This is an optimization exercise on Yosys and OpenROAD, whose aim is small area, not a production implementation.
Where RTL was checked, it was by simulation tests only, not by an equivalence proof against the original.
Power figures rest on the tool's default switching activity, not on a simulated workload. No driver is modelled on the clock port, so clocking that relies on it looks cheaper here than on a real chip.

== the previous run ==
Design ospi_flash, start of the top module:
module ospi_flash(
    input wire clk,
    output wire [7:0] OSPI_IO_out,
    output wire OSPI_IO_oe,
    input wire OSPI_CS,
    input wire reset_n,
    input wire write_enable,
    input wire read_enable,
    input wire erase_enable,
    input wire [7:0] data_in,
    input wire [23:0] address,
    output reg [7:0] data_out,
    input wire HOLD_N,
    input wire [1:0] mode
);
Size: ~6200 cells after synthesis, about 58 I/O pins.
export LEC_CHECK = 0
export CAP_MARGIN = 40
export CORE_MARGIN = 2
export CORE_UTILIZATION = 75
export PLACE_DENSITY = 0.85
export SLEW_MARGIN = 40
export SYNTH_HIERARCHICAL = 1
export SYNTH_MINIMUM_KEEP_SIZE = 0
create_clock -name core_clock -period 14.0 [get_ports {clk}]
run.sh (not shown) runs the stock make flow with config.mk's settings and CLKGATE_MAP_FILE= SYNTH_SCRIPT=/design/flow/synth_recipe.tcl, a recipe that flattens the netlist after the stock synthesis.
diff inputs: the previous run => the current run
# the previous run
export LEC_CHECK = 0
export CAP_MARGIN = 40
export CORE_MARGIN = 2
export CORE_UTILIZATION = 75
export PLACE_DENSITY = 0.85
export SLEW_MARGIN = 40
export SYNTH_HIERARCHICAL = 1
export SYNTH_MINIMUM_KEEP_SIZE = 0
create_clock -name core_clock -period 14.0 [get_ports {clk}]
# the current run
export LEC_CHECK = 0
export CAP_MARGIN = 25
export CORE_MARGIN = 2
export CORE_UTILIZATION = 75
export CTS_BUF_LIST = sky130_fd_sc_hd__clkbuf_16
export CTS_CLUSTER_DIAMETER = 80
export CTS_CLUSTER_SIZE = 30
export GPL_ROUTABILITY_DRIVEN = 0
export PLACE_DENSITY = 0.85
export SLEW_MARGIN = 25
export SYNTH_HIERARCHICAL = 1
export SYNTH_MINIMUM_KEEP_SIZE = 0
create_clock -name core_clock -period 14.0 [get_ports {clk}]
==> flow/flow/run.sh (new file) <==
#!/bin/bash
# The standard layout, with two changes: port buffers use the smallest
# buffer cell, and clock tree synthesis inserts no dummy loads.
set -euo pipefail
export BUFFER_PORTS_ARGS="-buffer_cell sky130_fd_sc_hd__buf_1"
export CTS_ARGS="-sink_clustering_enable -repair_clock_nets -dont_use_dummy_load -buf_list sky130_fd_sc_hd__clkbuf_16 -sink_clustering_size 30 -sink_clustering_max_diameter 80"
bash standard.sh > standard.log 2>&1
==> flow/standard.sh (new file) <==
#!/bin/bash
# synth_recipe.tcl (not shown) runs the flow's synth.tcl, then flattens the netlist and writes it again
# the make line also repeats each setting of config.mk as NAME=value (left out here)
make -C /OpenROAD-flow-scripts/flow DESIGN_CONFIG=/design/flow/config.mk WORK_HOME=/design/flow/orfs CLKGATE_MAP_FILE= SYNTH_SCRIPT=/design/flow/synth_recipe.tcl "${@:-finish}"
removed: flow/run.sh
Notes after the runs:
Result for the previous run and the current run: all clean. In the current run relative to the previous run, total routed wirelength had gone down by a few percent. Going from the previous run to the current run, synthesis-to-finish area growth now smaller, die footprint comparable. On core utilization: between the previous run and the current run, it ends up lower for the current run. Compared with the previous run, the current run improves area of all placed cells without fillers. Comparing the current run against the previous run, there is no change at all in post-synthesis instance area. Detailed router's first-iteration violation count on the current run is ahead of the previous run. Going from the previous run to the current run, power went down 22%; combinational share of power went up; maximum vdd drop lost about 11%. The current run ended up with a higher setup slack than the previous run did.

---

Another version of the RTL of ospi_flash (not shown whole).
For scale: roughly 6000 cells after synthesis, ~2100 flip-flops, about 65000 µm² of cells after synthesis.
export LEC_CHECK = 0
export CAP_MARGIN = 25
export CORE_MARGIN = 2
export CORE_UTILIZATION = 75
export CTS_BUF_LIST = sky130_fd_sc_hd__clkbuf_16
export CTS_CLUSTER_DIAMETER = 80
export CTS_CLUSTER_SIZE = 30
export PLACE_DENSITY = 0.85
export SLEW_MARGIN = 25
export SYNTH_HIERARCHICAL = 1
export SYNTH_MINIMUM_KEEP_SIZE = 0
create_clock -name core_clock -period 14.0 [get_ports {clk}]
Stock flow here: none of the scripts above is used.
==> next run, changes <==
- CAP_MARGIN: 25 -> 40
- SLEW_MARGIN: 25 -> 40
Outcome: The new run finished with timing, DRC and antenna clean; flip-flop and latch count is unchanged; clock-buffer cell count fell by 1; clock power hardly moves; die area stays the same.
Function was not checked in any run of this note: the RTL went through the layout flow alone.

---

RTL: one of the versions met above, not the one the previous note started from.
For scale: roughly 2100 flip-flops, roughly 58 I/O pins, ~66000 µm² of cells after synthesis.
make LEC_CHECK=0 CAP_MARGIN=40 CORE_MARGIN=2 CORE_UTILIZATION=75 CTS_BUF_LIST=sky130_fd_sc_hd__clkbuf_8 CTS_CLUSTER_DIAMETER=60 CTS_CLUSTER_SIZE=20 PLACE_DENSITY=0.85 SLEW_MARGIN=40 SYNTH_HIERARCHICAL=1 SYNTH_MINIMUM_KEEP_SIZE=0 finish   # period 14.0 ns
Then changed:
--- a/flow/config.mk
+++ b/flow/config.mk
@@ -10,5 +10 @@
-export CORE_UTILIZATION = 75
-export CTS_BUF_LIST = sky130_fd_sc_hd__clkbuf_8
-export CTS_CLUSTER_DIAMETER = 60
-export CTS_CLUSTER_SIZE = 20
-export PLACE_DENSITY = 0.85
+export CORE_UTILIZATION = 60
Effect: The new run ran to the end with no violations. Register-to-register slack improves by 460 ps. Power rises by 28%. Cell count goes up by 6.0%. Die area grows by 25%.
Then changed:
--- a/flow/config.mk
+++ b/flow/config.mk
@@ -10 +10,5 @@
-export CORE_UTILIZATION = 60
+export CORE_UTILIZATION = 75
+export CTS_BUF_LIST = sky130_fd_sc_hd__clkbuf_8
+export CTS_CLUSTER_DIAMETER = 60
+export CTS_CLUSTER_SIZE = 16
+export PLACE_DENSITY = 0.85
After rerunning: The new run completed with no timing, DRC or antenna violations; count of clock-buffer cells in the layout shrinks by 140; global-route usage grows by 6.5 points; routed wire length shrinks by 5.6%; fmax shrinks by 3.4%; cell count shrinks by 5.6%; combinational power shrinks by about 2%.
Then changed:
==> flow/flow/run.sh (new file) <==
#!/bin/bash
# The standard layout, with three changes: port buffers use the smallest
# buffer cell, clock tree synthesis inserts no dummy loads, and power
# recovery downsizes gates that have timing slack to spare.
set -euo pipefail
export BUFFER_PORTS_ARGS="-buffer_cell sky130_fd_sc_hd__buf_1"
export CTS_ARGS="-sink_clustering_enable -repair_clock_nets -dont_use_dummy_load -buf_list sky130_fd_sc_hd__clkbuf_16 -sink_clustering_size 30 -sink_clustering_max_diameter 80"
export RECOVER_POWER=100
bash standard.sh > standard.log 2>&1
==> flow/standard.sh (new file) <==
#!/bin/bash
# synth_recipe.tcl (not shown) runs the flow's synth.tcl, then flattens the netlist and writes it again
# the make line also repeats each setting of config.mk as NAME=value (left out here)
make -C /OpenROAD-flow-scripts/flow DESIGN_CONFIG=/design/flow/config.mk WORK_HOME=/design/flow/orfs CLKGATE_MAP_FILE= SYNTH_SCRIPT=/design/flow/synth_recipe.tcl "${@:-finish}"
--- a/flow/config.mk
+++ b/flow/config.mk
@@ -8 +8 @@
-export CAP_MARGIN = 40
+export CAP_MARGIN = 25
@@ -11,3 +11,3 @@
-export CTS_BUF_LIST = sky130_fd_sc_hd__clkbuf_8
-export CTS_CLUSTER_DIAMETER = 60
-export CTS_CLUSTER_SIZE = 16
+export CTS_BUF_LIST = sky130_fd_sc_hd__clkbuf_16
+export CTS_CLUSTER_DIAMETER = 80
+export CTS_CLUSTER_SIZE = 30
@@ -15 +15 @@
-export SLEW_MARGIN = 40
+export SLEW_MARGIN = 25
removed: flow/run.sh
=> With this change the flow finished with capacitance limit, slew limit left. Clock-buffer cell count fell by 79. Critical path depth fell by 5. Via count went down by 0.45%. Final area is lower by 1.5%. Fmax goes down by 4.9%. Total power shrinks by 1.5%. Sequential power is about the same. Clock skew shrinks by 6.1 ps. Setup slack gets worse by 620 ps.
Then changed:
==> flow/flow/run.sh (replaced) <==
#!/bin/bash
# The standard layout, with two changes: port buffers use the smallest
# buffer cell, and clock tree synthesis inserts no dummy loads.
set -euo pipefail
export BUFFER_PORTS_ARGS="-buffer_cell sky130_fd_sc_hd__buf_1"
export CTS_ARGS="-sink_clustering_enable -repair_clock_nets -dont_use_dummy_load -buf_list sky130_fd_sc_hd__clkbuf_16 -sink_clustering_size 30 -sink_clustering_max_diameter 80"
bash standard.sh > standard.log 2>&1
--- a/flow/config.mk
+++ b/flow/config.mk
@@ -8 +8 @@
-export CAP_MARGIN = 25
+export CAP_MARGIN = 40
@@ -15 +15 @@
-export SLEW_MARGIN = 25
+export SLEW_MARGIN = 40
This time the run produced a clean layout.
Clock-buffer cell count is unchanged.
Routed wire length falls by 0.41%.
Via count is about the same.
Fmax rose by 14%.
Then changed:
==> flow/run.sh (new file) <==
#!/bin/bash
# synth_recipe.tcl (not shown) runs the flow's synth.tcl, then flattens the netlist and writes it again
# the make line also repeats each setting of config.mk as NAME=value (left out here)
make -C /OpenROAD-flow-scripts/flow DESIGN_CONFIG=/design/flow/config.mk WORK_HOME=/design/flow/orfs CLKGATE_MAP_FILE= SYNTH_SCRIPT=/design/flow/synth_recipe.tcl finish
--- a/flow/config.mk
+++ b/flow/config.mk
@@ -12 +12 @@
-export CTS_CLUSTER_DIAMETER = 80
+export CTS_CLUSTER_DIAMETER = 50
removed: flow/flow/run.sh
removed: flow/standard.sh
Result:
- The changed run completed without violations
- via count goes up by 2.8%
- setup slack got worse by 940 ps
- clock power goes up by 66%
- global-route usage goes up by 1.6 points
- fmax goes down by 7.9%
- routed wire length goes up by 3.9%

---

Another version of the RTL of ospi_flash (not shown whole).
For scale: ~6100 cells after synthesis, about 2100 flip-flops, ~58 I/O pins.
clock: 14.0 ns
lec_check: 0
cap_margin: 25
core_margin: 2
core_utilization: 80
cts_buf_list: sky130_fd_sc_hd__clkbuf_16
cts_cluster_diameter: 80
cts_cluster_size: 30
place_density: 0.9
slew_margin: 25
synth_hierarchical: 1
synth_minimum_keep_size: 0
standard.sh (not shown) runs the stock make flow with config.mk's settings and CLKGATE_MAP_FILE= SYNTH_SCRIPT=/design/flow/synth_recipe.tcl, a recipe that flattens the netlist after the stock synthesis.
==> flow/flow/run.sh <==
#!/bin/bash
# The standard layout, with two changes: port buffers use the smallest
# buffer cell, and clock tree synthesis inserts no dummy loads.
set -euo pipefail
export BUFFER_PORTS_ARGS="-buffer_cell sky130_fd_sc_hd__buf_1"
export CTS_ARGS="-sink_clustering_enable -repair_clock_nets -dont_use_dummy_load -buf_list sky130_fd_sc_hd__clkbuf_16 -sink_clustering_size 33 -sink_clustering_max_diameter 80"
bash standard.sh > standard.log 2>&1
Then changed:
==> flow/flow/run.sh (replaced) <==
#!/bin/bash
# The standard layout, with two changes: port buffers use the smallest
# buffer cell, and clock tree synthesis inserts no dummy loads.
set -euo pipefail
export BUFFER_PORTS_ARGS="-buffer_cell sky130_fd_sc_hd__buf_1"
export CTS_ARGS="-sink_clustering_enable -repair_clock_nets -dont_use_dummy_load -buf_list sky130_fd_sc_hd__clkbuf_8 -sink_clustering_size 18 -sink_clustering_max_diameter 60"
bash standard.sh > standard.log 2>&1
Sequential cell count does not change.
Die area stays the same.
First-iteration DRC count fell by a little under a tenth.
Design area stays flat.
Clock-buffer cell count rose by 62.
Then changed:
==> flow/flow/run.sh (replaced) <==
#!/bin/bash
# The standard layout, with two changes: port buffers use the smallest
# buffer cell, and clock tree synthesis inserts no dummy loads.
set -euo pipefail
export BUFFER_PORTS_ARGS="-buffer_cell sky130_fd_sc_hd__buf_1"
export CTS_ARGS="-sink_clustering_enable -repair_clock_nets -dont_use_dummy_load -buf_list sky130_fd_sc_hd__clkbuf_16 -sink_clustering_size 30 -sink_clustering_max_diameter 80"
bash standard.sh > standard.log 2>&1
First-iteration DRC count is about the same.
Synthesized cell count stays the same.
Total power goes up by 1.5%.
Global-route usage grows by 0.30 points.
Then changed:
==> flow/flow/run.sh (replaced) <==
#!/bin/bash
# The standard layout, with two changes: port buffers use the smallest
# buffer cell, and clock tree synthesis inserts no dummy loads.
set -euo pipefail
export BUFFER_PORTS_ARGS="-buffer_cell sky130_fd_sc_hd__buf_1"
export CTS_ARGS="-sink_clustering_enable -repair_clock_nets -dont_use_dummy_load -buf_list sky130_fd_sc_hd__clkbuf_16 -sink_clustering_buffer sky130_fd_sc_hd__clkbuf_8 -sink_clustering_size 18 -sink_clustering_max_diameter 60"
bash standard.sh > standard.log 2>&1
Effect:
- global-route usage goes down by 0.13 points
- clock-buffer cell count goes up by 56
- total power stays flat
- core utilization goes up by 0.12 points
- sequential cell count stays the same
- clock skew goes down by 0.017 ns
- combinational power hardly moves
- wire length goes down by 0.37%
- sequential power hardly moves
- critical path depth does not change
- design area is about the same

-- what the ideal ports hide --
In the flow no input, the clock included, has a driving cell. The finished layouts below were timed again as built, in two steps. Step 1, drivers: a clkbuf_16 drives clk and a buf_2 each remaining input, both assumed. Step 2 adds t to the input delays and takes it off the output delays; t is the mean of the earliest and latest rising clock arrival at the registers after step 1. Input paths then give back, and output paths get back, about the clock's delay inside the block. Three values: ideal ports, drivers, drivers and shift; two values: the first two.
| run | t (ns) | slack for setup (ns) | hold WS [ns] | slew at the worst register clock pin (ns) | cell pins on the clock port's net |
|---|---|---|---|---|---|
| the previous run | 0.853 | 1.955 / 1.884 / 1.884 | 0.443 / 0.443 / 0.443 | 0.07 / 0.07 | 1 |
| the current run | 0.750 | 2.374 / 2.234 / 2.234 | 0.449 / 0.449 / 0.449 | 0.11 / 0.11 | 1 |
| the first run of note 2 | 0.757 | 2.153 / 2.092 / 2.092 | 0.449 / 0.449 / 0.449 | 0.11 / 0.11 | 1 |
| the second run of note 2 | 0.751 | 2.122 / 2.034 / 2.034 | 0.449 / 0.449 / 0.449 | 0.11 / 0.11 | 1 |
| the first run of note 3 | 0.909 | 2.034 / 1.953 / 1.953 | 0.450 / 0.450 / 0.450 | 0.12 / 0.12 | 1 |
| the second run of note 3 | 0.858 | 2.492 / 2.388 / 2.388 | 0.441 / 0.441 / 0.441 | 0.07 / 0.07 | 1 |
| the third run of note 3 | 0.946 | 2.082 / 1.994 / 1.994 | 0.447 / 0.447 / 0.447 | 0.10 / 0.10 | 1 |
| the fourth run of note 3 | 0.750 | 1.463 / 1.362 / 0.612 | 0.445 / 0.445 / 0.445 | 0.12 / 0.12 | 1 |
| the fifth run of note 3 | 0.760 | 3.046 / 2.940 / 2.940 | 0.447 / 0.447 / 0.447 | 0.11 / 0.11 | 1 |
| the sixth run of note 3 | 0.842 | 2.107 / 2.033 / 2.033 | 0.445 / 0.445 / 0.445 | 0.10 / 0.10 | 1 |
| the first run of note 4 | 0.742 | 3.329 / 3.277 / 3.277 | 0.450 / 0.450 / 0.450 | 0.12 / 0.12 | 1 |
| the second run of note 4 | 0.885 | 3.219 / 3.161 / 3.161 | 0.448 / 0.448 / 0.448 | 0.11 / 0.11 | 1 |
| the third run of note 4 | 0.742 | 3.244 / 3.184 / 3.184 | 0.448 / 0.448 / 0.448 | 0.11 / 0.11 | 1 |
| the fourth run of note 4 | 0.778 | 3.248 / 3.197 / 3.197 | 0.447 / 0.447 / 0.447 | 0.11 / 0.11 | 1 |
For the fourth run of note 3, which loses most, drivers alone change the setup slack by -0.101 ns; drivers and shift together by -0.851 ns.
